Optimization exercise on an open flow, not production practice.
RTL: at most simulated, not proved equivalent.
Power: default activity.

<file path="run.sh">
#!/bin/bash
# synth_recipe.tcl (not shown) runs the flow's synth.tcl, then flattens the netlist and writes it again
# the make line also repeats each setting of config.mk as NAME=value (left out here)
make -C /OpenROAD-flow-scripts/flow DESIGN_CONFIG=/design/flow/config.mk WORK_HOME=/design/flow/orfs CLKGATE_MAP_FILE= SYNTH_SCRIPT=/design/flow/synth_recipe.tcl finish
</file>
<file path="config.mk">
export PLATFORM = sky130hd
export DESIGN_NAME = top_control_unit
export DESIGN_NICKNAME = top_control_unit
export VERILOG_FILES = /design/flow/design.v
export SDC_FILE = /design/flow/constraint.sdc
export NUM_CORES = 4
export LEC_CHECK = 0
export ABC_AREA = 1
export CAP_MARGIN = 20
export CORE_MARGIN = 2
export CORE_UTILIZATION = 40
export CTS_BUF_LIST = sky130_fd_sc_hd__clkbuf_8
export SLEW_MARGIN = 20
</file>
<file path="constraint.sdc">
create_clock -name core_clock -period 30.0 [get_ports {clk}]
set_input_delay 6.0000 -clock core_clock [delete_from_list [all_inputs] [get_ports {clk}]]
set_output_delay 6.0000 -clock core_clock [all_outputs]
set_load 0.01 [all_outputs]
</file>
<file path="design.v">
`timescale 1ns / 1ps
module helper_bcd_to_7seg(
    input wire [3:0] bcd_in,
    output reg [6:0] seg_out
);
    always @(*) begin
        case (bcd_in)
            4'd0: seg_out = 7'b1000000;
            4'd1: seg_out = 7'b1111001;
            4'd2: seg_out = 7'b0100100;
            4'd3: seg_out = 7'b0110000;
            4'd4: seg_out = 7'b0011001;
            4'd5: seg_out = 7'b0010010;
            4'd6: seg_out = 7'b0000010;
            4'd7: seg_out = 7'b1111000;
            4'd8: seg_out = 7'b0000000;
            4'd9: seg_out = 7'b0010000;
            4'd10: seg_out = 7'b0111111;  
            default: seg_out = 7'b1111111;  
        endcase
    end
endmodule
`timescale 1ns / 1ps
module seven_seg_display(
    input wire [1:0] digit_index,
    input wire [1:0] state,
    input wire neg,
    input wire [19:0] bcd,
    output wire [6:0] seg,
    output reg [3:0] an
);
    reg [3:0] cur;
    always @(*) begin
        case ({state, digit_index})
            4'b00_00: cur = bcd[11:8];
            4'b00_01: cur = bcd[15:12];
            4'b00_10: cur = bcd[19:16];
            4'b01_00: cur = bcd[7:4];
            4'b01_01: cur = bcd[11:8];
            4'b01_10: cur = bcd[15:12];
            4'b10_00: cur = bcd[3:0];
            4'b10_01: cur = bcd[7:4];
            4'b10_10: cur = bcd[11:8];
            default:  cur = neg ? 4'd10 : 4'd15;
        endcase
    end
    helper_bcd_to_7seg d5 (.bcd_in(cur), .seg_out(seg));
    always @(*) begin
        case (digit_index)
            2'd0: an = 4'b1110;
            2'd1: an = 4'b1101;
            2'd2: an = 4'b1011;
            default: an = 4'b0111;
        endcase
    end
endmodule
`timescale 1ns / 1ps
module bin_to_bcd(
    input [7:0] x,
    output h,
    output [3:0] t, u
);
    wire [7:0] m = x[7] ? (~x + 1'b1) : x;
    assign h = (m >= 8'd100);
    wire [6:0] r = h ? m - 8'd100 : m;
    assign t = r / 7'd10;
    assign u = r % 7'd10;
endmodule
`timescale 1ns / 1ps
module serial_parallel_multiplier(
    input clk, rst,
    input start,
    input [7:0] x, y,
    output [19:0] bcd,
    output neg,
    output flag
);
    reg [3:0] cnt;
    reg [7:0] xr;      
    reg [7:0] yr;      
    reg s;             
    reg [16:0] p;      
    wire idle = (cnt == 4'd0) || (cnt == 4'd10);
    wire step = (cnt != 4'd0) && (cnt <= 4'd8);
    assign flag = (cnt == 4'd10);
    wire y7 = s ^ xr[7];
    wire ybit = yr[7] ^ (y7 & (|yr[6:0]));
    wire [3:0] xu, xt;
    wire xh;
    bin_to_bcd conv (.x(xr), .h(xh), .t(xt), .u(xu));
    wire [4:0] v0 = {p[3:0], 1'b0} + (ybit ? xu : 4'd0);
    wire [1:0] c1 = (v0 >= 5'd20) ? 2'd2 : (v0 >= 5'd10) ? 2'd1 : 2'd0;
    wire [3:0] n0 = v0 - (c1 == 2'd2 ? 5'd20 : c1 == 2'd1 ? 5'd10 : 5'd0);
    wire [4:0] v1 = {p[7:4], 1'b0} + (ybit ? xt : 4'd0) + c1;
    wire [1:0] c2 = (v1 >= 5'd20) ? 2'd2 : (v1 >= 5'd10) ? 2'd1 : 2'd0;
    wire [3:0] n1 = v1 - (c2 == 2'd2 ? 5'd20 : c2 == 2'd1 ? 5'd10 : 5'd0);
    wire [4:0] v2 = {p[11:8], 1'b0} + (ybit & xh) + c2;
    wire [1:0] c3 = (v2 >= 5'd20) ? 2'd2 : (v2 >= 5'd10) ? 2'd1 : 2'd0;
    wire [3:0] n2 = v2 - (c3 == 2'd2 ? 5'd20 : c3 == 2'd1 ? 5'd10 : 5'd0);
    wire [4:0] v3 = {p[15:12], 1'b0} + c3;
    wire c4 = (v3 >= 5'd10);
    wire [3:0] n3 = v3 - (c4 ? 5'd10 : 5'd0);
    always @(posedge clk or posedge rst) begin
        if (rst)
            cnt <= 0;
        else if (start && idle)
            cnt <= 1;
        else if (!idle)
            cnt <= cnt + 1'b1;
    end
    always @(posedge clk) begin
        if (start && idle) begin
            xr <= x;
            yr <= y;
            s <= x[7] ^ y[7];
            p <= 17'd0;
        end else if (step) begin
            yr <= {yr[6:0], 1'b0};
            p <= {c4, n3, n2, n1, n0};
        end
    end
    assign bcd = {3'd0, p};
    assign neg = s & (|p);
endmodule
`timescale 1ns / 1ps
module top_control_unit(
    input wire clk,
    input wire reset,
    input wire btnL,
    input wire btnR,
    input wire btnC,
    input wire [7:0] multiplicand,
    input wire [7:0] multiplier,
    output wire [6:0] seg,
    output wire [3:0] an,
    output led
);
    reg [1:0] c4;
    reg [4:0] c25;
    reg [3:0] c11;
    always @(posedge clk or posedge reset) begin
        if (reset) begin
            c4 <= 0;
            c25 <= 0;
            c11 <= 0;
        end else begin
            c4 <= c4 + 1'b1;
            c25 <= (c25 == 5'd24) ? 5'd0 : c25 + 1'b1;
            c11 <= (c11 == 4'd10) ? 4'd0 : c11 + 1'b1;
        end
    end
    wire tick = (c4 == 2'd1) && (c25 == 5'd24);
    wire [1:0] digit_index = c11[1:0] - c4;
    wire left_pressed, right_pressed, start_pressed;
    pushbutton_detector pb_left  (.clk(clk), .reset(reset), .en(tick), .x(btnL), .z(left_pressed));
    pushbutton_detector pb_right (.clk(clk), .reset(reset), .en(tick), .x(btnR), .z(right_pressed));
    pushbutton_detector pb_center(.clk(clk), .reset(reset), .en(tick), .x(btnC), .z(start_pressed));
    wire [19:0] bcd;
    wire neg;
    serial_parallel_multiplier spm (
        .clk(clk), .rst(reset), .start(start_pressed),
        .x(multiplicand), .y(multiplier),
        .bcd(bcd), .neg(neg), .flag(led)
    );
    reg [1:0] state;
    always @(posedge clk or posedge reset) begin
        if (reset)
            state <= 0;
        else if (tick) begin
            case (state)
                2'd0: if (right_pressed) state <= 1;
                2'd1: begin
                    if (right_pressed) state <= 2;
                    else if (left_pressed) state <= 0;
                end
                2'd2: if (left_pressed) state <= 1;
                default: state <= 0;
            endcase
        end
    end
    seven_seg_display display_unit (
        .digit_index(digit_index),
        .state(state),
        .neg(neg),
        .bcd(bcd),
        .seg(seg),
        .an(an)
    );
endmodule
module pushbutton_detector(
    input clk, reset, en, x,
    output reg z
);
    reg q1, q2, q3, meta, sig1, x_prev;
    always @(posedge clk or posedge reset) begin
        if (reset) begin
            q1 <= 0; q2 <= 0; q3 <= 0;
            meta <= 0; sig1 <= 0;
            x_prev <= 0; z <= 0;
        end else if (en) begin
            q1 <= x; q2 <= q1; q3 <= q2;
            meta <= q1 & q2 & q3;
            sig1 <= meta;
            z <= sig1 & ~x_prev;
            x_prev <= sig1;
        end
    end
endmodule
</file>
==> summary.txt, run 1 <==
- Status: timing/DRC/antenna clean
- Register Area: 1800 µm²
- Biggest cell delay along the critical path: 560 ps
- # hold bufs at CTS: 0
- Total power: 179 µW
- Initial core utilization: between 40% and 50%
- Sink Count: slightly above 70
- Dpl ws: about 21000 ps
- Area growth syn-to-layout: 13.7%
- Fin nets: 708
- DIE HEIGHT: roughly 110 µm
- First-pass GRT wire length: between 15 and 20 mm
- Worst EP required: 24000 ps
- Fmax: around 0.11 GHz
- Clock-pin slew on the worst setup and hold paths: 80 ps
- Hold Worst Slack: 459 ps
- Slew Viols, Final: 0
- FF-to-FF path depth: 58
- Max_slew headroom: about three fifths
- Reg-to-reg setup timing slack: 20910 ps
- Most common cell after layout, fill and taps aside: nand2_1
- Final worst setup slack: 20500 ps
- Vias in the first global route: 3819
- Clk buf depth: 2
- Area of the multi-input gates: 2650 µm²
- Final Cycle Share: 31.7%
- Num rows: 40
- DP Area: roughly 5400 µm²
- Fin util: 46.4%
- Gp weighted congestion: 0.848
- Diodes inserted: 0
- Via density per instance: 4.91
- Critical Path End: seg[3]
- IO Count: 33
- Final Skew: 15.3 ps
- Average wire per standard cell: ~12 µm
- Post-CTS Setup Inserts: 0
- Worst Tran Pin Value: 595 ps
- Class of the worst hold path: reg -> reg
- Chip width: 114 µm
- Worst Setup SP: c11[0]
- Post-synth EDFFs: 17
- RSZ-0062 raised after global routing: no
- Syn Area/Cell: between 8 and 9 µm²
- Syn Inst Count: between 600 and 700
- Fin cells: 796
- Largest net degree at the start of global routing: 39
- Sequential share of the synthesized area: 36.9%
- Final ANT Viol Nets: 0
- Initial DRC count: 136
- Ys flop type: dfrtp_1
- Leak: 2.75 nW
- Die ar.: 13100 µm²
- Buffers on Ports: 32
- Final Cell Area: 5550 µm²
- Core Region: ~12000 µm²
- Seq cells post-synth: 72
- Crit path kind: reg -> out
- Crit-path slowest cell: clkdlybuf4s50_1
- Netlist cell types: between 50 and 60
- Synth warn: 5
- Initial antenna violation count: 0
- Crit-path most repeated cell: inv_1
- Htree depth: 3
- Peak supply drop: 0.0000351 V
- Setup TNS Final: 0 ps
- Crit. End Element: output port
- Crit start category: flop
- Drt drc: 0
- Cts bufs inserted: 9
- CTS tree: yes
- Worst-skew pair later-pin latency: 360 ps
- Final wirelength: 9.70 mm
- Cts repair resizes: 0
- RR Startpoint: spm.xr[0]
- Placed cell count: 780
- Synth Cell Area: 4880 µm²
- Root Buffer Master: clkbuf_8
- Crit path cell chain: inv_1 -> ha_1 -> xor2_1 -> xor2_1 -> inv_1 -> nor2_1 -> inv_1 -> o22ai_2 -> inv_1 -> o2111ai_1 -> and2_1 -> inv_1 -> ha_1 -> nor2_1 -> o21ai_0 -> clkdlybuf4s50_1
- CP arrival: 3500 ps
- Final Critical Period: 9500 ps
- Router iterations before antenna repair: 4
- Total GRT Usage: 16.1%
- CP max FO: 4
- GRT overflow: 0
- PD cells: approximately 32 nW/µm²
- Setup-failing EPs final: 0
- Final Hold Viols: 0
- Max_cap viols: 0
- Most frequent cells in the layout: 151 x nand2_1, 96 x inv_1, 38 x dfrtp_1, 36 x ha_1, 34 x o21ai_0
- Post-synth ARST share: 52.8%
- Syn_nets: 672
- Post-DP HPWL: approximately 7.5 mm
- Vias: 3907
- Fillers: 1169
- Ratio of cells with drive above 1 in the final layout: 10.9%
- Critical R2R Capture: spm.p[15]
## how the worst min path moves through the flow
| stage | depth (start not counted) | startpoint | endpoint | slack, ps |
|---|---|---|---|---|
| finish | 1 | pb_left.x_prev | pb_left.z | 460 |
| floorplan | 1 | c4[0] | c4[0] | 430 |
| global route | 1 | c4[0] | c4[0] | 470 |
| global placement | 1 | pb_left.x_prev | pb_left.z | 450 |
| detailed placement | 1 | c4[0] | c4[0] | 450 |
| CTS | 1 | pb_left.x_prev | pb_left.z | 470 |
## worst max-delay path: cells and delay by family, from the launching register on
kind	cells	cell delay, ps
buffers and inverters	6	980
DFF	1	400
adders and majority gates	2	450
xor gates and xnor gates	2	440
and+or+nand+nor	3	380
AOI/OAI and AO/OA	3	480
## metal layers
layer  up-vias  global-route usage [%]  routed length (µm)
met4         0                    5.37                 153
met2        39                    28.0                4860
met1      1826                    20.0                4430
met3        15                    3.34                 249
met5         -                       0                   0
li1       2027                       -                   -
## cells by family after synthesis
family / count (synthesis) / synth area share [%]
adders and majority gates: 43 / 12.1
DFF: 72 / 36.9
xor gates and xnor gates: 26 / 5.20
buffers and inverters: 114 / 8.92
AOI/OAI and AO/OA: 89 / 11.1
and+or+nand+nor: 264 / 25.7
## where the power goes
part / internal [mW] / switching (mW)
Clock: 0.0350 / 0.0401
Combinational: 0.00248 / 0.00153
Sequential: 0.0996 / 0
## flip-flops by register name, summed over array words and instances (netlist names), 2 cells and up
| register | cells |
|---|---|
| spm.yr | 8 |
| c11 | 4 |
| c4 | 2 |
| spm.p | 17 |
| state | 2 |
| spm.cnt | 4 |
| spm.xr | 8 |
| c25 | 5 |
## cell usage after synthesis (all sizes together) (2+ instances only)
cell type / n / share of area (%)
dfxtp: 17 / 7.0
nor3: 4 / 0.41
nor4: 4 / 0.51
buf: 2 / 0.31
nor2: 34 / 2.8
fa: 7 / 2.9
edfxtp: 17 / 10
o31ai: 2 / 0.31
inv: 104 / 8.0
xor2: 19 / 3.9
ha: 36 / 9.2
dfrtp: 38 / 19
o21ai: 37 / 4.1
nand2: 171 / 15
o22ai: 9 / 1.3
o211ai: 5 / 0.77
a21oi: 25 / 2.9
clkbuf: 7 / 0.54
nand3: 39 / 5.3
xnor2: 7 / 1.3
nand4: 7 / 1.0
and2: 2 / 0.26
o21bai: 2 / 0.31
## area by class of cell
| class | instances | share of cell area (%) |
|---|---|---|
| repair buffers | 34 | 6.04 |
| multi-input cells | 422 | 47.7 |
| clock inverters | 5 | 0.699 |
| clock buffers | 11 | 2.73 |
| inverters | 105 | 7.10 |
| well taps | 147 | 3.31 |
| flip-flops and latches | 72 | 32.5 |
==> run 2, diff against run 1 <==
==> flow/run.sh (new file) <==
#!/bin/bash
bash standard.sh > standard.log 2>&1
==> standard.sh (new file) <==
#!/bin/bash
# synth_recipe.tcl (not shown) runs the flow's synth.tcl, then flattens the netlist and writes it again
# the make line also repeats each setting of config.mk as NAME=value (left out here)
make -C /OpenROAD-flow-scripts/flow DESIGN_CONFIG=/design/flow/config.mk WORK_HOME=/design/flow/orfs CLKGATE_MAP_FILE= SYNTH_SCRIPT=/design/flow/synth_recipe.tcl "${@:-finish}"
removed: run.sh
==> run 2 against run 1 <==
Net effect:
- non-clock buffer count is the same
- first-iteration DRC count stayed put
- power did not move
- routed wire length stayed put
- global-route usage unchanged
- largest cell class unchanged
- critical path type unchanged
- largest power group unchanged
- still clean on timing, DRC and antenna
- synthesized area unchanged
- sequential share of layout area stayed put
- maximum frequency unchanged
- worst hold slack stayed put
==> summary.txt, run 2 <==
- Synth warn: 5 (unchanged)
- GRT overflow: 0 (unchanged)
- Initial core utilization: 40.8% (unchanged)
- FF-to-FF path depth: 58 (unchanged)
- Total GRT Usage: 16.1% (unchanged)
- Chip width: 114 µm (unchanged)
- Drt drc: 0 (unchanged)
- Crit. End Element: output port
- Max reg flops: 17 (unchanged)
- Gp weighted congestion: 0.848 (unchanged)
- Final worst setup slack: 20500 ps (unchanged)
- Router iterations before antenna repair: 4 (unchanged)
- Synth cell count leaders: 151 x nand2_1, 96 x inv_1, 38 x dfrtp_1, 36 x ha_1, 34 x o21ai_0
- Setup TNS Final: 0 ps (unchanged)
- First-pass GRT wire length: 17.0 mm (unchanged)
- CP arrival: 3500 ps (about the same)
- Cts repair resizes: 0 (unchanged)
- Crit-path slowest cell: clkdlybuf4s50_1
- Area contributors post-synth: dfrtp_1 19%, nand2_1 12%, edfxtp_1 10%, ha_1 9.2%, inv_1 7.4%
- Top Registers: spm.p x17, spm.xr x8, spm.yr x8
- Core Region: 12000 µm² (unchanged)
- CTS tree: yes
- Fin nets: 708 (unchanged)
- Max_cap viols: 0 (unchanged)
- Vias in the first global route: 3819 (unchanged)
- Diodes inserted: 0 (unchanged)
- Slew Viols, Final: 0 (unchanged)
- Post-synth EDFFs: 17 (unchanged)
- Initial DRC count: 136 (unchanged)
- Count leader, synth: nand2_1
- Final Skew: 15.3 ps (unchanged)
- Crit start category: flop
- Crit-path most repeated cell: inv_1
- Buffers on Ports: 32 (unchanged)
- Clk buf depth: 2 (unchanged)
- DIE HEIGHT: 114 µm (unchanged)
- Final Critical Period: 9500 ps (unchanged)
- Worst-skew pair later-pin latency: 360 ps (about the same)
- Post-synth ARST share: 52.8% (unchanged)
- Leak: 2.75 nW (unchanged)
- Most common cell after layout, fill and taps aside: nand2_1
- Dpl ws: 20860 ps (unchanged)
- Fin cells: 796 (unchanged)
- Root Buffer Master: clkbuf_8
- Average wire per standard cell: 12.2 µm (unchanged)
- Ys flop type: dfrtp_1
- Worst Tran Pin Value: 595 ps (unchanged)
- Ratio of cells with drive above 1 in the final layout: 10.9% (unchanged)
- Syn Area/Cell: 8.03 µm² (unchanged)
- Setup-failing EPs final: 0 (unchanged)
- Seq cells post-synth: 72 (unchanged)
- Synth top area share: 19.5% (unchanged)
- Total power: 179 µW (unchanged)
- Final wirelength: 9.70 mm (unchanged)
- Biggest cell delay along the critical path: 560 ps (about the same)
- Initial antenna violation count: 0 (unchanged)
- Sink Count: 72 (unchanged)
- Max_slew headroom: 60.2% (unchanged)
- Post-DP HPWL: 7.47 mm (unchanged)
- Syn_nets: 672 (unchanged)
- Final Cycle Share: 31.7% (unchanged)
- Leading area contributor after synthesis: dfrtp_1
- Class of the worst hold path: reg -> reg
- Clock-pin slew on the worst setup and hold paths: 80 ps (about the same)
- PD cells: 32.2 nW/µm² (unchanged)
- Htree depth: 3 (unchanged)
- Syn Inst Count: 608 (unchanged)
- IO Count: 33 (unchanged)
- CP max FO: 4 (unchanged)
- RSZ-0062 raised after global routing: no
- Post-CTS Setup Inserts: 0 (unchanged)
- Most frequent cells in the layout: 151 x nand2_1, 96 x inv_1, 38 x dfrtp_1, 36 x ha_1, 34 x o21ai_0
- Via density per instance: 4.91 (unchanged)
- Vias: 3907 (unchanged)
- Largest register by flop count: spm.p
- Netlist cell types: 52 (unchanged)
- Die ar.: 13100 µm² (unchanged)
- Final ANT Viol Nets: 0 (unchanged)
- Crit path cell chain: inv_1 -> ha_1 -> xor2_1 -> xor2_1 -> inv_1 -> nor2_1 -> inv_1 -> o22ai_2 -> inv_1 -> o2111ai_1 -> and2_1 -> inv_1 -> ha_1 -> nor2_1 -> o21ai_0 -> clkdlybuf4s50_1
- Fmax: 0.105 GHz (unchanged)
- Worst EP required: 24000 ps (about the same)
- Status: timing/DRC/antenna clean
- Sequential share of the synthesized area: 36.9% (unchanged)
- Synth Cell Area: 4880 µm² (unchanged)
- Final Hold Viols: 0 (unchanged)
- Crit path kind: reg -> out
- Largest net degree at the start of global routing: 39 (unchanged)
- Area growth syn-to-layout: 13.7% (unchanged)
- Placed cell count: 780 (unchanged)
- Peak supply drop: 0.0000351 V (unchanged)
- Num rows: 40 (unchanged)
- # hold bufs at CTS: 0 (unchanged)
- Hold Crit Depth: 1 (unchanged)
- Cts bufs inserted: 9 (unchanged)
==> run 2: cell counts in the layout (fill, tap and decap cells not counted) <==
Identical to the previous run, type by type.
==> run 2: path summary, 6_finish.rpt <==
path                                 from    endpoint  slack (ps)
min                        pb_left.x_prev   pb_left.z         460
max                                c11[0]      seg[3]       20500
min in group asynchronous           reset  spm.cnt[3]        6050
min reg2reg                pb_left.x_prev   pb_left.z         460
max in group asynchronous           reset      c25[3]       23620
max reg2reg                     spm.xr[0]   spm.p[15]       20910
==> run 2: per-stage QoR <==
step                hold slack (ps)  instance area [µm²]  utilization (%)
global route                    475                 5550             46.4
detailed placement              452                 5360             44.8
CTS                             465                 5550             46.4
global placement                447                 5360             44.8
finish                          459                 5550             46.4
floorplan                       428                 4880                -
==> run 2: per-layer routing <==
| layer | share of wire, % | routed length, µm | vias up | global-route usage (%) |
|---|---|---|---|---|
| met3 | 2.6 | 249 | 15 | 3.34 |
| li1 | - | - | 2027 | - |
| met4 | 1.6 | 153 | 0 | 5.37 |
| met2 | 50 | 4860 | 39 | 28.0 |
| met5 | 0 | 0 | - | 0 |
| met1 | 46 | 4430 | 1826 | 20.0 |
==> run 2: final cells by class <==
type                    instances  area, µm²
fillers                      1169       6410
multi-input cells             422       2650
flip-flops and latches         72       1800
inverters                     105        394
repair buffers                 34        335
well taps                     147        184
clock buffers                  11        151
clock inverters                 5       38.8
==> run 2: power by group <==
part | switching [mW] | internal, mW
clock | 0.0401 | 0.0350
combinational | 0.00153 | 0.00248
sequential | 0 | 0.0996
total | 0.0416 | 0.137
==> run 2: worst max-delay path, delay by kind of cell, from the launching register on <==
| kind | cells | cell delay, ps |
|---|---|---|
| buffers and inverters | 6 | 980 |
| flip-flops | 1 | 400 |
| AND/OR/NAND/NOR | 3 | 380 |
| adder cells (fa/ha/maj) | 2 | 450 |
| AO/OA/AOI/OAI | 3 | 480 |
| XOR/XNOR | 2 | 440 |
==> run 2: logic make-up after synthesis <==
kind of cell | count (synthesis) | share of synthesized area [%]
XOR/XNOR | 26 | 5.20
buffers and inverters | 114 | 8.92
AO/OA/AOI/OAI | 89 | 11.1
flip-flops | 72 | 36.9
adder cells (fa/ha/maj) | 43 | 12.1
AND/OR/NAND/NOR | 264 | 25.7
==> run 3, diff against run 2 <==
==> run.sh (new file) <==
#!/bin/bash
# synth_recipe.tcl (not shown) runs the flow's synth.tcl, then flattens the netlist and writes it again
# the make line also repeats each setting of config.mk as NAME=value (left out here)
make -C /OpenROAD-flow-scripts/flow DESIGN_CONFIG=/design/flow/config.mk WORK_HOME=/design/flow/orfs CLKGATE_MAP_FILE= SYNTH_SCRIPT=/design/flow/synth_recipe.tcl finish
--- a/config.mk
+++ b/config.mk
@@ -5,9 +5,7 @@
 export SDC_FILE = /design/flow/constraint.sdc
 export NUM_CORES = 4
 export LEC_CHECK = 0
-export ABC_AREA = 1
 export CAP_MARGIN = 20
 export CORE_MARGIN = 2
 export CORE_UTILIZATION = 40
-export CTS_BUF_LIST = sky130_fd_sc_hd__clkbuf_8
 export SLEW_MARGIN = 20
removed: flow/run.sh
removed: standard.sh
==> run 3 against run 2 <==
Net effect:
- sequential power hardly changed
- non-clock buffer count is 3 higher
- cell count is 0.88% higher
- clock-buffer cell count stayed put
- power is 14% higher
- critical path type is now reg -> reg
- largest power group unchanged
- via count is 13% higher
==> summary.txt, run 3 <==
- Post-CTS Setup Inserts: 0 (unchanged)
- CP Buf/Inv Count: 5 (-1)
- CP arrival: 10970 ps (+7470 ps)
- Crit. End Element: flop
- Die ar.: 14400 µm² (+9.8%)
- DIE HEIGHT: 120 µm (+4.8%)
- GRT overflow: 0 (unchanged)
- Area growth syn-to-layout: 13.6% (about the same)
- Crit-path slowest cell: fa_1
- Final Hold Viols: 0 (unchanged)
- # hold bufs at CTS: 0 (unchanged)
- Clk buf depth: 2 (unchanged)
- Sink Count: 72 (unchanged)
- Max_cap viols: 0 (unchanged)
- Core Region: 13200 µm² (+10%)
- Cts repair resizes: 0 (unchanged)
- Syn_nets: 669 (-0.45%)
- Htree depth: 3 (unchanged)
- Synth Cell Area: 5380 µm² (+10%)
- Crit start category: flop
- FF-to-FF path depth: 45 (-22%)
- Initial core utilization: 40.8% (-0.055 points)
- Leak: 2.58 nW (-5.9%)
- Router iterations before antenna repair: 8 (+4)
- First-pass GRT wire length: 19.3 mm (+13%)
- Buffers on Ports: 32 (unchanged)
- Total GRT Usage: 16.2% (+0.060 points)
- Max reg flops: 17 (unchanged)
- Drt drc: 0 (unchanged)
- Post-synth ARST share: 52.8% (unchanged)
- Final Critical Period: 10780 ps (+1280 ps)
- Total power: 204 µW (+14%)
- Netlist cell types: 79 (+52%)
- Synth warn: 5 (unchanged)
- Chip width: 120 µm (+4.8%)
- Top Registers: spm.p x17, spm.xr x8, spm.yr x8
- Register Area: 1800 µm² (unchanged)
- RR Startpoint: spm.xr[0]
- Initial DRC count: 401 (+190%)
- Final Cycle Share: 35.9% (+4.3 points)
- Ratio of cells with drive above 1 in the final layout: 10.8% (-0.095 points)
- Most common cell after layout, fill and taps aside: nand2_1
- Critical R2R Capture: spm.p[15]
- Vias: 4419 (+13%)
- Reg-to-reg setup timing slack: 19220 ps (-1690 ps)
- Final Skew: 8.86 ps (-6.42 ps)
- Syn Area/Cell: 8.89 µm² (+11%)
- Fmax: 0.0928 GHz (-12%)
- Final ANT Viol Nets: 0 (unchanged)
- Area contributors post-synth: dfrtp_1 18%, edfxtp_1 9.5%, ha_1 8.4%, dfxtp_1 6.3%, mux2_2 5.2%
- Synth cell count leaders: 63 x nand2_1, 47 x nor2_1, 45 x inv_1, 40 x a21oi_1, 38 x dfrtp_1
- Count leader, synth: nand2_1
- Worst Tran Pin Value: 970 ps (+375 ps)
- Peak supply drop: 0.0000271 V (-23%)
- Critical path depth: 45 (+29)
- Vias in the first global route: 4240 (+11%)
- CP max FO: 12 (+8)
- Biggest cell delay along the critical path: 550 ps (about the same)
- Largest net degree at the start of global routing: 39 (unchanged)
- CP delay by family, top: adder cells
- Leading area contributor after synthesis: dfrtp_1
- Fin nets: 686 (-3.1%)
- Num rows: 42 (+5.0%)
- Status: timing/DRC/antenna clean
- Class of the worst hold path: reg -> reg
- Synth top area share: 17.7% (-1.8 points)
- Worst-skew pair later-pin latency: 330 ps (-30 ps)
- Diodes inserted: 0 (unchanged)
- Crit-path most repeated cell: ha_1
- Crit path kind: reg -> reg
- IO Count: 33 (unchanged)
- PD cells: 33.4 nW/µm² (+3.8%)
- Final worst setup slack: 19220 ps (-1280 ps)
- Seq cells post-synth: 72 (unchanged)
- Gp weighted congestion: 0.899 (+6.0%)
- Syn Inst Count: 605 (-0.49%)
- CTS tree: yes
- Sequential share of the synthesized area: 33.5% (-3.4 points)
- Dpl ws: 19340 ps (-1520 ps)
- Via density per instance: 5.50 (+12%)
- Most frequent cells in the layout: 63 x nand2_1, 47 x nor2_1, 45 x inv_1, 40 x a21oi_1, 38 x dfrtp_1
- Max_slew headroom: 35.2% (-25 points)
- Root Buffer Master: clkbuf_16
- Final wirelength: 11.3 mm (+16%)
- Initial antenna violation count: 0 (unchanged)
- Worst EP required: 30190 ps (+6190 ps)
- Ys flop type: dfrtp_1
- Setup-failing EPs final: 0 (unchanged)
- Slew Viols, Final: 0 (unchanged)
- Area of the multi-input gates: 3280 µm² (+24%)
- Critical Path End: spm.p[15]
- Fillers: 1251 (+7.0%)
- Worst Setup SP: spm.xr[0]
- Average wire per standard cell: 14.0 µm (+15%)
- Largest register by flop count: spm.p
- Post-DP HPWL: 8.43 mm (+13%)
- Post-synth EDFFs: 17 (unchanged)
- Cts bufs inserted: 9 (unchanged)
- Clock-pin slew on the worst setup and hold paths: 60 ps (-20 ps)
- RSZ-0062 raised after global routing: no
- Setup TNS Final: 0 ps (unchanged)
## run 3: cell types whose count changed after synthesis, moves of 11 or more
cell / before / now
nand2_1: 151 / 63
inv_1: 96 / 45
mux2_2: 0 / 25
clkbuf_1: 7 / 25
a21oi_1: 23 / 40
nor2_1: 30 / 47
nand2_2: 12 / 1
nand3_1: 28 / 17
## run 3: worst min path at each step
| stage | from | endpoint | slack [ps] | cells past startpoint |
|---|---|---|---|---|
| 6_report | c4[0] | c4[0] | 450 | 1 |
| 4_1_cts | c4[0] | c4[0] | 460 | 1 |
| 5_1_grt | c4[0] | c4[0] | 480 | 1 |
| 2_1_floorplan | c4[0] | c4[0] | 430 | 1 |
| 3_3_place_gp | c4[0] | c4[0] | 450 | 1 |
| 3_5_place_dp | c4[0] | c4[0] | 450 | 1 |
## run 3: stage by stage
| stage | hold slack [ps] | utilization, % | instances | instance area [µm²] |
|---|---|---|---|---|
| after floorplan | 428 | - | 605 | 5380 |
| after global placement | 448 | 44.2 | 787 | 5820 |
| after detailed placement | 449 | 44.2 | 787 | 5820 |
| after CTS | 460 | 46.3 | 803 | 6110 |
| after global routing | 478 | 46.3 | 803 | 6110 |
| final | 454 | 46.3 | 803 | 6110 |
## run 3: per-layer routing
layer | global-route usage, % | vias to the layer above | wire, µm
li1 | - | 2202 | -
met1 | 21.3 | 2096 | 5240
met2 | 26.6 | 97 | 5390
met3 | 2.42 | 24 | 359
met4 | 6.76 | 0 | 280
met5 | 0 | - | 0
## run 3: cell families (layout without fill, tap and decap cells)
group / after synthesis / after routing / share of synthesized area (%)
compound gates: 148 / 148 / 18.6
xor+xnor: 32 / 32 / 5.35
fa+ha+maj: 43 / 43 / 11.0
buf+inv: 76 / 98 / 5.56
flops: 72 / 72 / 33.5
mux: 35 / 35 / 7.42
simple gates: 199 / 199 / 18.6
## run 3: report_power, final
part           internal, mW  switching [mW]
registers             0.100        0.000139
logic               0.00269         0.00153
clock network        0.0602          0.0396
total                 0.163          0.0413
## run 3: layout make-up
cell class	instances	share of cell area [%]
flip-flops and latches	72	29.5
clock buffers	11	4.14
well taps	176	3.61
repair buffers	37	5.86
multi-input cells	457	53.6
clock inverters	5	0.492
inverters	45	2.77
## run 3: worst reg2reg max path, delay by kind of cell (launching register included)
| family | cells | cell delay (ps) |
|---|---|---|
| adder cells (fa/ha/maj) | 14 | 4540 |
| AND/OR/NAND/NOR | 9 | 1610 |
| flip-flops | 1 | 500 |
| AO/OA/AOI/OAI | 12 | 2310 |
| buffers and inverters | 5 | 430 |
| multiplexers | 1 | 220 |
| XOR/XNOR | 4 | 1050 |
==> run 4, diff against run 3 <==
==> flow/run.sh (new file) <==
#!/bin/bash
# Standard synthesis, then the combinational logic re-mapped for area with
# yosys/abc (registers untouched), then the standard layout with small port
# buffers and a lighter clock tree.
set -euo pipefail
W=$(pwd)
R=$W/orfs/results/sky130hd/top_control_unit/base
LIB=$FLOW_HOME/platforms/sky130hd/lib/sky130_fd_sc_hd__tt_025C_1v80.lib

bash standard.sh $R/1_2_yosys.v > synth.log 2>&1
cp $R/1_2_yosys.v synth_std.v
cp $LIB lib.lib
python3 flow/splitlib.py lib.lib comb.lib seq.lib > splitlib.log 2>&1
yosys -s flow/resyn.ys > resyn.log 2>&1
cp synth_resyn.v $R/1_2_yosys.v
rm -f lib.lib comb.lib seq.lib

bash standard.sh \
  "BUFFER_PORTS_ARGS=-buffer_cell sky130_fd_sc_hd__buf_1" \
  "CTS_ARGS=-sink_clustering_enable -repair_clock_nets -buf_list sky130_fd_sc_hd__clkbuf_8 -dont_use_dummy_load" \
  finish > layout.log 2>&1
==> flow/resyn.abc (new file) <==
strash
dch -f
map -a
strash
dch -f
map -a
strash
dch -f
map -a
topo
==> flow/resyn.ys (new file) <==
# Re-map the combinational logic of the standard synthesis for area.
# Registers are read as black boxes, so they keep their cells and names.
read_liberty -lib seq.lib
read_liberty -ignore_miss_func comb.lib
read_verilog -defer synth_std.v
hierarchy -top top_control_unit
flatten
delete t:$scopeinfo
opt_clean
tee -o stat_before.txt stat
abc -liberty lib.lib -dont_use *probe* -dont_use *lpflow* -dont_use *clkbuf* -dont_use *clkinv* -dont_use *dly* -script flow/resyn.abc
opt_clean -purge
hilomap -singleton -hicell sky130_fd_sc_hd__conb_1 HI -locell sky130_fd_sc_hd__conb_1 LO
splitnets
opt_clean -purge
tee -o stat_after.txt stat -liberty lib.lib
write_verilog -noattr -nohex -nodec synth_resyn.v
==> flow/splitlib.py (new file) <==
import re,sys
src=open(sys.argv[1]).read()
# find cell groups by brace matching
out_comb=[];out_seq=[]
i=0
m=re.search(r'\n\s*cell\s*\(',src)
header=src[:m.start()]
pos=m.start()
cells=[]
while True:
    m=re.compile(r'\n\s*cell\s*\(\s*"?([\w]+)"?\s*\)\s*\{').search(src,pos)
    if not m: break
    j=m.end(); depth=1
    while depth:
        c=src[j]
        if c=='{': depth+=1
        elif c=='}': depth-=1
        j+=1
    body=src[m.start():j]
    seq=bool(re.search(r'\n\s*(ff|latch|statetable|ff_bank)\s*\(',body))
    cells.append((m.group(1),seq,body))
    pos=j
tail='\n}\n'
open(sys.argv[2],'w').write(header+''.join(b for n,s,b in cells if not s)+tail)
open(sys.argv[3],'w').write(header+''.join(b for n,s,b in cells if s)+tail)
print(len(cells), sum(s for n,s,b in cells))
==> standard.sh (new file) <==
#!/bin/bash
# synth_recipe.tcl (not shown) runs the flow's synth.tcl, then flattens the netlist and writes it again
# the make line also repeats each setting of config.mk as NAME=value (left out here)
make -C /OpenROAD-flow-scripts/flow DESIGN_CONFIG=/design/flow/config.mk WORK_HOME=/design/flow/orfs CLKGATE_MAP_FILE= SYNTH_SCRIPT=/design/flow/synth_recipe.tcl "${@:-finish}"
--- a/config.mk
+++ b/config.mk
@@ -5,6 +5,7 @@
 export SDC_FILE = /design/flow/constraint.sdc
 export NUM_CORES = 4
 export LEC_CHECK = 0
+export ABC_AREA = 1
 export CAP_MARGIN = 20
 export CORE_MARGIN = 2
 export CORE_UTILIZATION = 40
removed: run.sh
==> run 4 against run 3 <==
Net effect:
- combinational power down 45%
- clock-buffer cell count down 2
- critical path depth down 28
- largest cell class unchanged
- synthesized area down 25%
- first-iteration DRC count down 47%
- still clean on timing, DRC and antenna
==> summary.txt, run 4 <==
- Status: timing/DRC/antenna clean
- Syn_nets: 564 (-16%)
- Sink Count: 72 (unchanged)
- Final Cycle Share: 30.0% (-5.9 points)
- PD cells: 35.9 nW/µm² (+7.4%)
- CP arrival: 3010 ps (-7960 ps)
- Max_slew headroom: 42.0% (+6.8 points)
- Fillers: 1001 (-20%)
- Ratio of cells with drive above 1 in the final layout: 3.41% (-7.4 points)
- Crit. End Element: output port
- Final Skew: 29.1 ps (+20.2 ps)
- Chip width: 104 µm (-13%)
- Crit start category: flop
- Gp weighted congestion: 0.923 (+2.6%)
- Cts repair resizes: 0 (unchanged)
- Reg-to-reg setup timing slack: 21020 ps (+1800 ps)
- Most common cell after layout, fill and taps aside: inv_1
- Worst Hold Launch: c25[0]
- IO Count: 33 (unchanged)
- FF-to-FF path depth: 66 (+47%)
- # hold bufs at CTS: 0 (unchanged)
- Htree depth: 3 (unchanged)
- Worst Tran Pin Value: 869 ps (-101 ps)
- Sw Ratio: 20.3% (+0.10 points)
- Worst EP required: 24000 ps (-6190 ps)
- Synth Cell Area: 4010 µm² (-25%)
- Cts bufs inserted: 9 (unchanged)
- Clock-pin slew on the worst setup and hold paths: 60 ps (about the same)
- DIE HEIGHT: 104 µm (-13%)
- Worst-skew pair later-pin latency: 340 ps (about the same)
- Net Sw Power: 32.5 µW (-21%)
- Final worst setup slack: 20990 ps (+1770 ps)
- RR Startpoint: spm.xr[1]
- Peak supply drop: 0.0000225 V (-17%)
- Fin nets: 610 (-11%)
- Max reg flops: 17 (unchanged)
- Final Hold Viols: 0 (unchanged)
- Setup-failing EPs final: 0 (unchanged)
- Average wire per standard cell: 11.9 µm (-15%)
- Critical R2R Capture: spm.p[14]
- RSZ-0062 raised after global routing: no
- Syn Inst Count: 543 (-10%)
- Setup TNS Final: 0 ps (unchanged)
- Clk buf depth: 2 (unchanged)
- Largest net degree at the start of global routing: 39 (unchanged)
- Fmax: 0.111 GHz (+20%)
- Largest register by flop count: spm.p
- Syn Area/Cell: 7.39 µm² (-17%)
- Buffers on Ports: 32 (unchanged)
- Class of the worst hold path: reg -> reg
- Vias: 3559 (-19%)
- Via density per instance: 4.94 (-10%)
- Initial DRC count: 211 (-47%)
- Seq pwr share: 62.4% (+13 points)
- Diodes inserted: 0 (unchanged)
- Vias in the first global route: 3474 (-18%)
- CTS tree: yes
- First-pass GRT wire length: 15.1 mm (-22%)
- Initial core utilization: 41.0% (+0.28 points)
- Max_cap viols: 0 (unchanged)
- Top Registers: spm.p x17, spm.xr x8, spm.yr x8
- Crit path kind: reg -> out
- Hold Crit Depth: 1 (unchanged)
- Leak: 2.21 nW (-14%)
- Most frequent cells in the layout: 109 x inv_1, 97 x nand2_1, 96 x nor2_1, 40 x o21ai_0, 38 x dfrtp_1
- Num rows: 36 (-14%)
- Root Buffer Master: clkbuf_8
- Final wirelength: 8.56 mm (-24%)
- Total GRT Usage: 16.9% (+0.67 points)
- Clock Power Share: 36.1% (-13 points)
- Core Region: 9770 µm² (-26%)
- Drt drc: 0 (unchanged)
- WHS Endpoint: c25[0]
- Area growth syn-to-layout: 10.9%
- CP max FO: 4 (-8)
- Slew Viols, Final: 0 (unchanged)
- Dpl ws: 21180 ps (+1850 ps)
- Initial antenna violation count: 0 (unchanged)
- Comb pwr share: 1.5% (-0.6 points)
- Final ANT Viol Nets: 0 (unchanged)
- Post-DP HPWL: 6.54 mm (-22%)
- Die ar.: 10800 µm² (-25%)
- Final Critical Period: 9010 ps (-1770 ps)
- Synth warn: 5 (unchanged)
- Router iterations before antenna repair: 5 (-3)
- Post-CTS Setup Inserts: 0 (unchanged)
- Int Pwr: 127 µW (-22%)
- GRT overflow: 0 (unchanged)
## run 4: worst max path at each step
stage | from | to | slack (ps) | cells past startpoint
after global routing | spm.xr[1] | spm.p[14] | 19580 | 67
after detailed placement | spm.xr[1] | spm.p[14] | 21180 | 67
after floorplan | c11[1] | seg[3] | 21750 | 14
final | c11[1] | seg[3] | 20990 | 17
after CTS | c11[1] | seg[3] | 20970 | 17
after global placement | c11[1] | seg[3] | 21400 | 15
## run 4: power groups by stage
stage / Clock, mW / Combinational, mW / Sequential, mW
2_1_floorplan: 0 / 0.00101 / 0.102
3_3_place_gp: 0 / 0.00242 / 0.102
3_5_place_dp: 0 / 0.00244 / 0.102
6_report: 0.0578 / 0.00232 / 0.0998
4_1_cts: 0.0601 / 0.00245 / 0.0997
5_1_grt: 0.0640 / 0.00276 / 0.0997
## run 4: routing by layer
metal / vias to the layer above / routed length (µm) / GRT usage [%]
met2: 80 / 4090 / 28.4
met5: - / 0 / 0
met4: 0 / 151 / 7.53
li1: 1832 / - / -
met1: 1633 / 4010 / 21.0
met3: 14 / 314 / 3.32
## run 4: stage by stage
stage / std cells / total power, mW / hold WS, ps / util (%) / cell area [µm²]
final: 720 / 0.160 / 443 / 45.5 / 4450
after global routing: 720 / 0.166 / 452 / 45.5 / 4450
after CTS: 720 / 0.162 / 445 / 45.5 / 4450
after detailed placement: 711 / 0.104 / 435 / 44.3 / 4330
after global placement: 711 / 0.104 / 435 / 44.3 / 4330
after floorplan: 543 / 0.103 / 415 / - / 4010
## run 4: final cells by class
type / instances / area, µm² / share of cell area, %
multi-input combinational: 362 / 1810 / 40.6
sequential: 72 / 1800 / 40.5
clock buffer: 9 / 124 / 2.78
inverter: 109 / 409 / 9.20
tap: 133 / 166 / 3.74
timing repair buffer: 35 / 143 / 3.21
## run 4: worst max-delay path, cell delays in order (launching register included)
cell,delay (ps)
dfrtp_1,400
inv_1,120
nor2_1,60
nor2_1,180
xor2_1,160
inv_1,60
nor2_1,120
inv_1,90
o22ai_1,300
inv_1,100
o2111ai_1,270
nand2_1,150
nor2_1,200
inv_1,80
nand2_1,80
inv_1,40
o21ai_0,130
buf_1,160
==> run 5, diff against run 4 <==
--- a/design.v
+++ b/design.v
@@ -56,15 +56,21 @@
 endmodule
 `timescale 1ns / 1ps
 module bin_to_bcd(
-    input [7:0] x,
+    input [6:0] m,
     output h,
     output [3:0] t, u
 );
-    wire [7:0] m = x[7] ? (~x + 1'b1) : x;
-    assign h = (m >= 8'd100);
-    wire [6:0] r = h ? m - 8'd100 : m;
-    assign t = r / 7'd10;
-    assign u = r % 7'd10;
+    function [3:0] add3(input [3:0] v);
+        add3 = (v >= 4'd5) ? v + 4'd3 : v;
+    endfunction
+    wire [3:0] a1 = add3({1'b0, m[6:4]});
+    wire [3:0] a2 = add3({a1[2:0], m[3]});
+    wire [3:0] a3 = add3({a2[2:0], m[2]});
+    wire [3:0] a4 = add3({1'b0, a1[3], a2[3], a3[3]});
+    wire [3:0] a5 = add3({a3[2:0], m[1]});
+    assign u = {a5[2:0], m[0]};
+    assign t = {a4[2:0], a5[3]};
+    assign h = a4[3];
 endmodule
 `timescale 1ns / 1ps
 module serial_parallel_multiplier(
@@ -82,45 +88,57 @@
     reg [16:0] p;      
     wire idle = (cnt == 4'd0) || (cnt == 4'd10);
     wire step = (cnt != 4'd0) && (cnt <= 4'd8);
+    wire cap = start && idle;
     assign flag = (cnt == 4'd10);
     wire y7 = s ^ xr[7];
     wire ybit = yr[7] ^ (y7 & (|yr[6:0]));
     wire [3:0] xu, xt;
     wire xh;
-    bin_to_bcd conv (.x(xr), .h(xh), .t(xt), .u(xu));
-    wire [4:0] v0 = {p[3:0], 1'b0} + (ybit ? xu : 4'd0);
-    wire [1:0] c1 = (v0 >= 5'd20) ? 2'd2 : (v0 >= 5'd10) ? 2'd1 : 2'd0;
-    wire [3:0] n0 = v0 - (c1 == 2'd2 ? 5'd20 : c1 == 2'd1 ? 5'd10 : 5'd0);
-    wire [4:0] v1 = {p[7:4], 1'b0} + (ybit ? xt : 4'd0) + c1;
-    wire [1:0] c2 = (v1 >= 5'd20) ? 2'd2 : (v1 >= 5'd10) ? 2'd1 : 2'd0;
-    wire [3:0] n1 = v1 - (c2 == 2'd2 ? 5'd20 : c2 == 2'd1 ? 5'd10 : 5'd0);
-    wire [4:0] v2 = {p[11:8], 1'b0} + (ybit & xh) + c2;
-    wire [1:0] c3 = (v2 >= 5'd20) ? 2'd2 : (v2 >= 5'd10) ? 2'd1 : 2'd0;
-    wire [3:0] n2 = v2 - (c3 == 2'd2 ? 5'd20 : c3 == 2'd1 ? 5'd10 : 5'd0);
-    wire [4:0] v3 = {p[15:12], 1'b0} + c3;
-    wire c4 = (v3 >= 5'd10);
-    wire [3:0] n3 = v3 - (c4 ? 5'd10 : 5'd0);
+    bin_to_bcd conv (.m(xr[6:0] ^ {7{xr[7]}}), .h(xh), .t(xt), .u(xu));
+    wire k0, k1, k2, k3, c0, c1, c2, c3, k4, c4;
+    wire [3:0] n0, n1, n2, n3, n4;
+    bcd_step_digit s0 (.p(p[3:0]),   .kin(1'b0), .a(ybit ? xu : 4'd0),   .cin(ybit & xr[7]), .kout(k0), .cout(c0), .q(n0));
+    bcd_step_digit s1 (.p(p[7:4]),   .kin(k0),   .a(ybit ? xt : 4'd0),   .cin(c0), .kout(k1), .cout(c1), .q(n1));
+    bcd_step_digit s2 (.p(p[11:8]),  .kin(k1),   .a({3'd0, ybit & xh}), .cin(c1), .kout(k2), .cout(c2), .q(n2));
+    bcd_step_digit s3 (.p(p[15:12]), .kin(k2),   .a(4'd0),               .cin(c2), .kout(k3), .cout(c3), .q(n3));
+    wire n4b = k3 | c3;
     always @(posedge clk or posedge rst) begin
         if (rst)
             cnt <= 0;
-        else if (start && idle)
+        else if (cap)
             cnt <= 1;
         else if (!idle)
             cnt <= cnt + 1'b1;
     end
     always @(posedge clk) begin
-        if (start && idle) begin
+        if (cap) begin
             xr <= x;
             yr <= y;
             s <= x[7] ^ y[7];
+        end else
+            yr <= {yr[6:0], 1'b0};
+        if (cap)
             p <= 17'd0;
-        end else if (step) begin
-            yr <= {yr[6:0], 1'b0};
-            p <= {c4, n3, n2, n1, n0};
-        end
+        else if (step)
+            p <= {n4b, n3, n2, n1, n0};
     end
     assign bcd = {3'd0, p};
     assign neg = s & (|p);
+endmodule
+module bcd_step_digit(
+    input [3:0] p,
+    input kin,
+    input [3:0] a,
+    input cin,
+    output kout,
+    output cout,
+    output [3:0] q
+);
+    assign kout = p[3] | (p[2] & (p[1] | p[0]));
+    wire [3:0] pc = p + {1'b0, kout, kout};    
+    wire [4:0] sm = {1'b0, pc[2:0], kin} + {1'b0, a} + cin;
+    assign cout = sm[4] | (sm[3] & (sm[2] | sm[1]));
+    assign q = {sm[3] ^ (cout & (sm[2] | sm[1])), sm[2] ^ (cout & ~sm[1]), sm[1] ^ cout, sm[0]};
 endmodule
 `timescale 1ns / 1ps
 module top_control_unit(
--- a/flow/splitlib.py
+++ b/flow/splitlib.py
@@ -1,4 +1,5 @@
-import re,sys
+import re,sys,os
+KEEPFA=os.environ.get('KEEPFA','0')=='1'
 src=open(sys.argv[1]).read()
 # find cell groups by brace matching
 out_comb=[];out_seq=[]
@@ -17,7 +18,7 @@
         elif c=='}': depth-=1
         j+=1
     body=src[m.start():j]
-    seq=bool(re.search(r'\n\s*(ff|latch|statetable|ff_bank)\s*\(',body))
+    seq=bool(re.search(r'\n\s*(ff|latch|statetable|ff_bank)\s*\(',body)) or (KEEPFA and re.match(r'sky130_fd_sc_hd__(fa|ha)_\d',m.group(1)) is not None)
     cells.append((m.group(1),seq,body))
     pos=j
 tail='\n}\n'
==> run 5 against run 4 <==
Net effect:
- still clean
- routed wire length decreased by 2.4%
- via count decreased by 0.67%
- clock-buffer cell count is the same
- clock skew shrank 12 ps
- cell count up 0.56%
- cell area down 2.2%
- critical path type unchanged
- critical endpoint is now seg[0]
==> summary.txt, run 5 <==
- Initial DRC count: 198 (-6.2%)
- Cts bufs inserted: 9 (unchanged)
- Final ANT Viol Nets: 0 (unchanged)
- Final worst setup slack: 21300 ps (+312 ps)
- Class of the worst hold path: reg -> reg
- Top Registers: spm.p x17, spm.xr x8, spm.yr x8
- Syn Area/Cell: 7.17 µm² (-3.0%)
- Sink Count: 72 (unchanged)
- Synth Cell Area: 3920 µm² (-2.3%)
- Post-DP HPWL: 6.25 mm (-4.3%)
- Total GRT Usage: 16.8% (-0.027 points)
- Max reg flops: 17 (unchanged)
- Reg-to-reg setup timing slack: 22870 ps (+1850 ps)
- Crit start category: flop
- Max_cap viols: 0 (unchanged)
- Crit-path slowest cell: dfrtp_1
- Post-CTS Setup Inserts: 0 (unchanged)
- Crit path cell chain: xnor2_1 -> xnor2_1 -> nor2_1 -> inv_1 -> o22ai_1 -> a221oi_1 -> nand3_1 -> inv_1 -> nand2_1 -> o21ai_0 -> nand2_1 -> nand2_1 -> buf_1
- Clock-pin slew on the worst setup and hold paths: 70 ps (about the same)
- Seq pwr share: 61.8% (-0.6 points)
- GRT overflow: 0 (unchanged)
- Initial core utilization: 40.7% (-0.37 points)
- Vias: 3535 (-0.67%)
- Net Sw Power: 33.1 µW (+2.0%)
- Htree depth: 3 (unchanged)
- CP max FO: 5 (+1)
- Die ar.: 10600 µm² (-2.2%)
- Root Buffer Master: clkbuf_8
- RSZ-0062 raised after global routing: no
- Syn_nets: 568 (+0.71%)
- Initial antenna violation count: 0 (unchanged)
- Critical Path End: seg[0]
- Clk buf depth: 2 (unchanged)
- IO Count: 33 (unchanged)
- Crit. End Element: output port
- Status: timing/DRC/antenna clean
- Cts repair resizes: 0 (unchanged)
- Vias in the first global route: 3239 (-6.8%)
- DIE HEIGHT: 103 µm (-1.1%)
- CTS tree: yes
- Synth warn: 6 (+1)
- First-pass GRT wire length: 14.0 mm (-7.2%)
- Worst Tran Pin Value: 790 ps (-78.8 ps)
- Worst-skew pair later-pin latency: 350 ps (about the same)
- Worst Setup SP: c11[1]
- Crit path kind: reg -> out
- Gp weighted congestion: 0.858 (-7.0%)
- Dpl ws: 21700 ps (+515 ps)
- Largest net degree at the start of global routing: 39 (unchanged)
- Area growth syn-to-layout: 11.0%
- Critical R2R Capture: spm.p[14]
- Final wirelength: 8.35 mm (-2.4%)
- CP arrival: 2700 ps (-310 ps)
- Average wire per standard cell: 11.5 µm (-2.9%)
- Most common cell after layout, fill and taps aside: nand2_1
- Sw Ratio: 20.8% (+0.53 points)
- FF-to-FF path depth: 52 (-21%)
- Biggest cell delay along the critical path: 410 ps (about the same)
- Leak: 2.12 nW (-3.9%)
- Comb pwr share: 1.4% (about the same)
- Final Critical Period: 8700 ps (-312 ps)
- PD cells: 36.5 nW/µm² (+1.7%)
- Worst EP required: 24000 ps (about the same)
- Most frequent cells in the layout: 115 x nand2_1, 98 x nor2_1, 92 x inv_1, 38 x dfrtp_1, 37 x o21ai_0
- Final Skew: 17.2 ps (-11.9 ps)
- Final Cycle Share: 29.0% (-1.0 points)
- Int Pwr: 126 µW (-1.2%)
- # hold bufs at CTS: 0 (unchanged)
- Fmax: 0.115 GHz (+3.6%)
- Via density per instance: 4.88 (-1.2%)
- Fin nets: 614 (+0.66%)
- Core Region: 9640 µm² (-1.4%)
- Fillers: 995 (-0.60%)
- Diodes inserted: 0 (unchanged)
- Router iterations before antenna repair: 5 (unchanged)
- Setup-failing EPs final: 0 (unchanged)
- Ratio of cells with drive above 1 in the final layout: 2.88% (-0.53 points)
- Crit-path most repeated cell: nand2_1
- Slew Viols, Final: 0 (unchanged)
- Setup TNS Final: 0 ps (unchanged)
- Chip width: 103 µm (-1.1%)
- RR Startpoint: spm.xr[7]
- Buffers on Ports: 32 (unchanged)
- Drt drc: 0 (unchanged)
- Max_slew headroom: 46.8% (+4.8 points)
- Num rows: 36 (unchanged)
- Final Hold Viols: 0 (unchanged)
- Largest register by flop count: spm.p
- Syn Inst Count: 547 (+0.74%)
- Clock Power Share: 36.8% (+0.7 points)
- Peak supply drop: 0.0000300 V (+34%)
[run 5: worst min path at each step]
| stage | start | endpoint | slack (ps) | cells past startpoint |
|---|---|---|---|---|
| 3_5_place_dp | spm.yr[6] | spm.yr[7] | 440 | 2 |
| 5_1_grt | spm.yr[2] | spm.yr[3] | 480 | 2 |
| 4_1_cts | spm.yr[0] | spm.yr[1] | 450 | 2 |
| 3_3_place_gp | spm.yr[0] | spm.yr[1] | 430 | 2 |
| 6_report | spm.yr[0] | spm.yr[1] | 450 | 2 |
| 2_1_floorplan | spm.yr[6] | spm.yr[7] | 420 | 2 |
[run 5: per-layer routing]
layer / up-vias / track usage, % / routed length (µm)
li1: 1866 / - / -
met1: 1620 / 20.0 / 3900
met2: 35 / 29.4 / 4060
met3: 14 / 3.12 / 260
met4: 0 / 7.89 / 134
met5: - / 0 / 0
[run 5: stage by stage]
step	instances	power [mW]	util [%]	hold slack, ps	area (µm²)
floorplan	547	0.101	-	419	3920
global placement	715	0.103	43.9	431	4230
detailed placement	715	0.103	43.9	437	4230
CTS	724	0.161	45.2	455	4350
global route	724	0.164	45.2	476	4350
finish	724	0.159	45.2	452	4350
[run 5: power groups by stage]
stage | Combinational, mW | Clock (mW) | Sequential [mW]
after global routing | 0.00269 | 0.0636 | 0.0982
after detailed placement | 0.00240 | 0 | 0.100
after floorplan | 0.00101 | 0 | 0.100
final | 0.00228 | 0.0584 | 0.0983
after CTS | 0.00242 | 0.0608 | 0.0982
after global placement | 0.00234 | 0 | 0.100
[run 5: layout make-up]
type | count | area (µm²) | share of cell area (%)
multi-input combinational | 383 | 1850 | 42.6
sequential | 72 | 1720 | 39.6
tap | 133 | 166 | 3.82
clock buffer | 9 | 124 | 2.85
timing repair buffer | 35 | 143 | 3.28
inverter | 92 | 345 | 7.93
[run 5: worst max-delay path: cells and delay by family, from the launching register on]
family	cells	cell delay, ps
buffers and inverters	3	400
DFF	1	410
xor gates and xnor gates	2	490
AOI/OAI and AO/OA	3	590
and+or+nand+nor	5	470
==> run 6, diff against run 5 <==
--- a/design.v
+++ b/design.v
@@ -25,25 +25,23 @@
     input wire [1:0] digit_index,
     input wire [1:0] state,
     input wire neg,
-    input wire [19:0] bcd,
+    input wire [14:0] prod,       
     output wire [6:0] seg,
     output reg [3:0] an
 );
-    reg [3:0] cur;
+    wire [2:0] k = {1'b0, digit_index} + 3'd2 - {1'b0, state};
+    reg [6:0] v;
     always @(*) begin
-        case ({state, digit_index})
-            4'b00_00: cur = bcd[11:8];
-            4'b00_01: cur = bcd[15:12];
-            4'b00_10: cur = bcd[19:16];
-            4'b01_00: cur = bcd[7:4];
-            4'b01_01: cur = bcd[11:8];
-            4'b01_10: cur = bcd[15:12];
-            4'b10_00: cur = bcd[3:0];
-            4'b10_01: cur = bcd[7:4];
-            4'b10_10: cur = bcd[11:8];
-            default:  cur = neg ? 4'd10 : 4'd15;
+        case (k[2:1])
+            2'd0: v = prod[6:0];
+            2'd1: v = prod[13:7];
+            default: v = {6'd0, prod[14]};
         endcase
     end
+    wire [3:0] tens, units;
+    bin_to_bcd conv (.m(v), .t(tens), .u(units));
+    wire [3:0] cur = (digit_index == 2'd3) ? (neg ? 4'd10 : 4'd15) :
+                     (k[0] ? tens : units);
     helper_bcd_to_7seg d5 (.bcd_in(cur), .seg_out(seg));
     always @(*) begin
         case (digit_index)
@@ -57,7 +55,6 @@
 `timescale 1ns / 1ps
 module bin_to_bcd(
     input [6:0] m,
-    output h,
     output [3:0] t, u
 );
     function [3:0] add3(input [3:0] v);
@@ -66,18 +63,16 @@
     wire [3:0] a1 = add3({1'b0, m[6:4]});
     wire [3:0] a2 = add3({a1[2:0], m[3]});
     wire [3:0] a3 = add3({a2[2:0], m[2]});
-    wire [3:0] a4 = add3({1'b0, a1[3], a2[3], a3[3]});
     wire [3:0] a5 = add3({a3[2:0], m[1]});
     assign u = {a5[2:0], m[0]};
-    assign t = {a4[2:0], a5[3]};
-    assign h = a4[3];
+    assign t = {a1[3], a2[3], a3[3], a5[3]};
 endmodule
 `timescale 1ns / 1ps
 module serial_parallel_multiplier(
     input clk, rst,
     input start,
     input [7:0] x, y,
-    output [19:0] bcd,
+    output [14:0] prod,    
     output neg,
     output flag
 );
@@ -85,23 +80,21 @@
     reg [7:0] xr;      
     reg [7:0] yr;      
     reg s;             
-    reg [16:0] p;      
+    reg [6:0] d0, d1;
+    reg d2;
     wire idle = (cnt == 4'd0) || (cnt == 4'd10);
     wire step = (cnt != 4'd0) && (cnt <= 4'd8);
     wire cap = start && idle;
     assign flag = (cnt == 4'd10);
     wire y7 = s ^ xr[7];
     wire ybit = yr[7] ^ (y7 & (|yr[6:0]));
-    wire [3:0] xu, xt;
-    wire xh;
-    bin_to_bcd conv (.m(xr[6:0] ^ {7{xr[7]}}), .h(xh), .t(xt), .u(xu));
-    wire k0, k1, k2, k3, c0, c1, c2, c3, k4, c4;
-    wire [3:0] n0, n1, n2, n3, n4;
-    bcd_step_digit s0 (.p(p[3:0]),   .kin(1'b0), .a(ybit ? xu : 4'd0),   .cin(ybit & xr[7]), .kout(k0), .cout(c0), .q(n0));
-    bcd_step_digit s1 (.p(p[7:4]),   .kin(k0),   .a(ybit ? xt : 4'd0),   .cin(c0), .kout(k1), .cout(c1), .q(n1));
-    bcd_step_digit s2 (.p(p[11:8]),  .kin(k1),   .a({3'd0, ybit & xh}), .cin(c1), .kout(k2), .cout(c2), .q(n2));
-    bcd_step_digit s3 (.p(p[15:12]), .kin(k2),   .a(4'd0),               .cin(c2), .kout(k3), .cout(c3), .q(n3));
-    wire n4b = k3 | c3;
+    wire [6:0] xm = xr[6:0] ^ {7{xr[7]}};
+    wire [8:0] t0 = {1'b0, d0, 1'b0} + (ybit ? {2'b0, xm} : 9'd0) + (ybit & xr[7]);
+    wire [1:0] q0 = (t0 >= 9'd300) ? 2'd3 : (t0 >= 9'd200) ? 2'd2 : (t0 >= 9'd100) ? 2'd1 : 2'd0;
+    wire [6:0] n0 = t0 - q0 * 7'd100;
+    wire [7:0] t1 = {d1, 1'b0} + q0;
+    wire q1 = (t1 >= 8'd100);
+    wire [6:0] n1 = t1 - (q1 ? 8'd100 : 8'd0);
     always @(posedge clk or posedge rst) begin
         if (rst)
             cnt <= 0;
@@ -117,28 +110,14 @@
             s <= x[7] ^ y[7];
         end else
             yr <= {yr[6:0], 1'b0};
-        if (cap)
-            p <= 17'd0;
-        else if (step)
-            p <= {n4b, n3, n2, n1, n0};
-    end
-    assign bcd = {3'd0, p};
-    assign neg = s & (|p);
-endmodule
-module bcd_step_digit(
-    input [3:0] p,
-    input kin,
-    input [3:0] a,
-    input cin,
-    output kout,
-    output cout,
-    output [3:0] q
-);
-    assign kout = p[3] | (p[2] & (p[1] | p[0]));
-    wire [3:0] pc = p + {1'b0, kout, kout};    
-    wire [4:0] sm = {1'b0, pc[2:0], kin} + {1'b0, a} + cin;
-    assign cout = sm[4] | (sm[3] & (sm[2] | sm[1]));
-    assign q = {sm[3] ^ (cout & (sm[2] | sm[1])), sm[2] ^ (cout & ~sm[1]), sm[1] ^ cout, sm[0]};
+        if (cap) begin
+            d0 <= 0; d1 <= 0; d2 <= 0;
+        end else if (step) begin
+            d0 <= n0; d1 <= n1; d2 <= q1;
+        end
+    end
+    assign prod = {d2, d1, d0};
+    assign neg = s & (|prod);
 endmodule
 `timescale 1ns / 1ps
 module top_control_unit(
@@ -173,12 +152,12 @@
     pushbutton_detector pb_left  (.clk(clk), .reset(reset), .en(tick), .x(btnL), .z(left_pressed));
     pushbutton_detector pb_right (.clk(clk), .reset(reset), .en(tick), .x(btnR), .z(right_pressed));
     pushbutton_detector pb_center(.clk(clk), .reset(reset), .en(tick), .x(btnC), .z(start_pressed));
-    wire [19:0] bcd;
+    wire [14:0] prod;
     wire neg;
     serial_parallel_multiplier spm (
         .clk(clk), .rst(reset), .start(start_pressed),
         .x(multiplicand), .y(multiplier),
-        .bcd(bcd), .neg(neg), .flag(led)
+        .prod(prod), .neg(neg), .flag(led)
     );
     reg [1:0] state;
     always @(posedge clk or posedge reset) begin
@@ -200,7 +179,7 @@
         .digit_index(digit_index),
         .state(state),
         .neg(neg),
-        .bcd(bcd),
+        .prod(prod),
         .seg(seg),
         .an(an)
     );
--- a/flow/run.sh
+++ b/flow/run.sh
@@ -17,5 +17,5 @@
 
 bash standard.sh \
   "BUFFER_PORTS_ARGS=-buffer_cell sky130_fd_sc_hd__buf_1" \
-  "CTS_ARGS=-sink_clustering_enable -repair_clock_nets -buf_list sky130_fd_sc_hd__clkbuf_8 -dont_use_dummy_load" \
+  "CTS_ARGS=-sink_clustering_enable -repair_clock_nets -buf_list sky130_fd_sc_hd__clkbuf_8 -sink_clustering_size 40 -sink_clustering_max_diameter 200 -dont_use_dummy_load" \
   finish > layout.log 2>&1
==> run 6 against run 5 <==
Net effect:
- still clean on timing, DRC and antenna
- clock-buffer cell count unchanged
- core utilization is 0.17 points higher
- routed wire length shrank 7.3%
- worst setup slack worse by 2500 ps
- worst hold slack got worse by 10 ps
- clock skew increased by 4.6 ps
- non-clock buffer count fell by 2
- register-to-register slack improved by 1900 ps
- synthesized area fell by 4.3%
- cell area shrank 4.7%
- highest routed layer unchanged
==> summary.txt, run 6 <==
- CTS tree: yes
- Clock Power Share: 37.1% (+0.3 points)
- Slew Viols, Final: 0 (unchanged)
- Max_cap viols: 0 (unchanged)
- Final Cycle Share: 37.4% (+8.4 points)
- Synth warn: 6 (unchanged)
- Vias in the first global route: 3179 (-1.9%)
- Status: timing/DRC/antenna clean
- Routed length on met1: 3.66 mm (-6.2%)
- Crit-path slowest cell: dfrtp_1
- Synth Cell Area: 3750 µm² (-4.3%)
- Final wirelength: 7.74 mm (-7.3%)
- RSZ-0062 raised after global routing: no
- Top Registers: spm.xr x8, spm.yr x8
- Area growth syn-to-layout: 10.6%
- Final Cell Area: 4150 µm² (-4.7%)
- Hold Crit Depth: 1 (-1)
- Final worst setup slack: 18770 ps (-2530 ps)
- Post-DP HPWL: 5.67 mm (-9.3%)
- Reg-to-reg setup timing slack: 24750 ps (+1880 ps)
- Drt drc: 0 (unchanged)
- Diodes inserted: 0 (unchanged)
- Leak: 2.03 nW (-4.3%)
- Total GRT Usage: 16.5% (-0.36 points)
- Vias: 3339 (-5.5%)
- Gp weighted congestion: 0.794 (-7.5%)
- Worst-skew pair later-pin latency: 340 ps (about the same)
- Ratio of cells with drive above 1 in the final layout: 3.41% (+0.53 points)
- Final Critical Period: 11230 ps (+2530 ps)
- Peak supply drop: 0.0000212 V (-29%)
- Int Pwr: 123 µW (-1.9%)
- Clock-pin slew on the worst setup and hold paths: 70 ps (about the same)
- First-pass GRT wire length: 13.4 mm (-4.2%)
- Core Region: 9150 µm² (-5.0%)
- Dpl ws: 19120 ps (-2580 ps)
- Htree depth: 3 (unchanged)
- Sink Count: 70 (-2.8%)
- DIE HEIGHT: 101 µm (-2.1%)
- Average wire per standard cell: 11.6 µm (+0.43%)
- Num rows: 35 (-2.8%)
- DR top layer: met4
- Initial DRC count: 123 (-38%)
- Syn Area/Cell: 7.28 µm² (+1.6%)
- Largest net degree at the start of global routing: 39 (unchanged)
- Worst Setup SP: c4[0]
- Crit start category: flop
- IO Count: 33 (unchanged)
- Net Sw Power: 33.1 µW (about the same)
- Metal2 WL: 3.78 mm (-7.0%)
- Most frequent cells in the layout: 120 x nand2_1, 85 x inv_1, 70 x nor2_1, 50 x o21ai_0, 38 x dfrtp_1
- Fmax: 0.0890 GHz (-23%)
- Final ANT Viol Nets: 0 (unchanged)
- Max_slew headroom: 53.9% (+7.0 points)
- Syn Inst Count: 515 (-5.9%)
- Hold Worst Slack: 442 ps (-10.2 ps)
- RR Startpoint: spm.xr[7]
- Chip width: 101 µm (-2.1%)
- Worst Tran Pin Value: 690 ps (-99.9 ps)
- # hold bufs at CTS: 0 (unchanged)
- Fin nets: 580 (-5.5%)
- Initial antenna violation count: 0 (unchanged)
- Cts bufs inserted: 9 (unchanged)
- Router iterations before antenna repair: 4 (-1)
- Clk buf depth: 2 (unchanged)
- CP max FO: 7 (+2)
- GRT overflow: 0 (unchanged)
- Worst EP required: 24000 ps (about the same)
- Crit-path most repeated cell: nand2_1
- Via density per instance: 5.00 (+2.4%)
- Syn_nets: 536 (-5.6%)
- Root Buffer Master: clkbuf_8
- Class of the worst hold path: reg -> reg
- Initial core utilization: 41.0% (+0.32 points)
- Crit. End Element: output port
- Comb pwr share: 1.7% (+0.3 points)
- Final Hold Viols: 0 (unchanged)
- Final Skew: 21.8 ps (+4.62 ps)
- Most common cell after layout, fill and taps aside: nand2_1
- Post-CTS Setup Inserts: 0 (unchanged)
- Biggest cell delay along the critical path: 400 ps (about the same)
- Setup-failing EPs final: 0 (unchanged)
- Fin util: 45.3% (+0.17 points)
- Buffers on Ports: 32 (unchanged)
- Metal3 WL: 202 µm (-22%)
- Critical R2R Capture: spm.d1[4]
- Seq pwr share: 61.2% (-0.6 points)
- CP arrival: 5230 ps (+2530 ps)
- Die ar.: 10200 µm² (-4.1%)
- PD cells: 37.7 nW/µm² (+3.4%)
- Sw Ratio: 21.2% (+0.31 points)
- FF-to-FF path depth: 35 (-33%)
- DP Area: 4020 µm² (-4.9%)
- Setup TNS Final: 0 ps (unchanged)
- Cts repair resizes: 0 (unchanged)
- Critical Path End: seg[3]
- Crit path kind: reg -> out
## run 6: area by class of cell
cell class / count / area (µm²)
repair buffers: 33 / 128
inverters: 85 / 319
multi-input cells: 360 / 1760
flip-flops and latches: 70 / 1680
well taps: 111 / 139
clock buffers: 9 / 124
fillers: 946 / 5000
## run 6: layer usage
metal	vias to the layer above	global-route usage [%]
met1	1533	19.7
met5	-	0
met3	8	3.61
met4	0	6.22
met2	38	28.9
li1	1760	-
## run 6: stage by stage
stage	total power, mW	std cells
after detailed placement	0.101	659
after global placement	0.100	659
final	0.157	668
after CTS	0.158	668
after global routing	0.161	668
after floorplan	0.0991	515
## run 6: worst max-delay path: cells and delay by family (launching register included)
| kind | cells | cell delay [ps] |
|---|---|---|
| AO/OA/AOI/OAI | 9 | 1470 |
| flip-flops | 1 | 400 |
| buffers and inverters | 8 | 730 |
| AND/OR/NAND/NOR | 19 | 2280 |
## run 6: worst min path at each step
| stage | startpoint | to | slack, ps |
|---|---|---|---|
| floorplan | spm.yr[5] | spm.yr[6] | 420 |
| global route | pb_left.x_prev | pb_left.z | 460 |
| detailed placement | spm.yr[4] | spm.yr[5] | 430 |
| CTS | pb_left.x_prev | pb_left.z | 440 |
| global placement | spm.yr[4] | spm.yr[5] | 430 |
| finish | pb_left.x_prev | pb_left.z | 440 |
## run 6: power groups by stage
stage                     combinational [mW]  sequential [mW]  clock, mW
after floorplan                      0.00126           0.0978          0
after detailed placement             0.00273           0.0978          0
final                                0.00262           0.0958     0.0582
after CTS                            0.00275           0.0959     0.0596
after global routing                 0.00311           0.0958     0.0621
after global placement               0.00267           0.0978          0
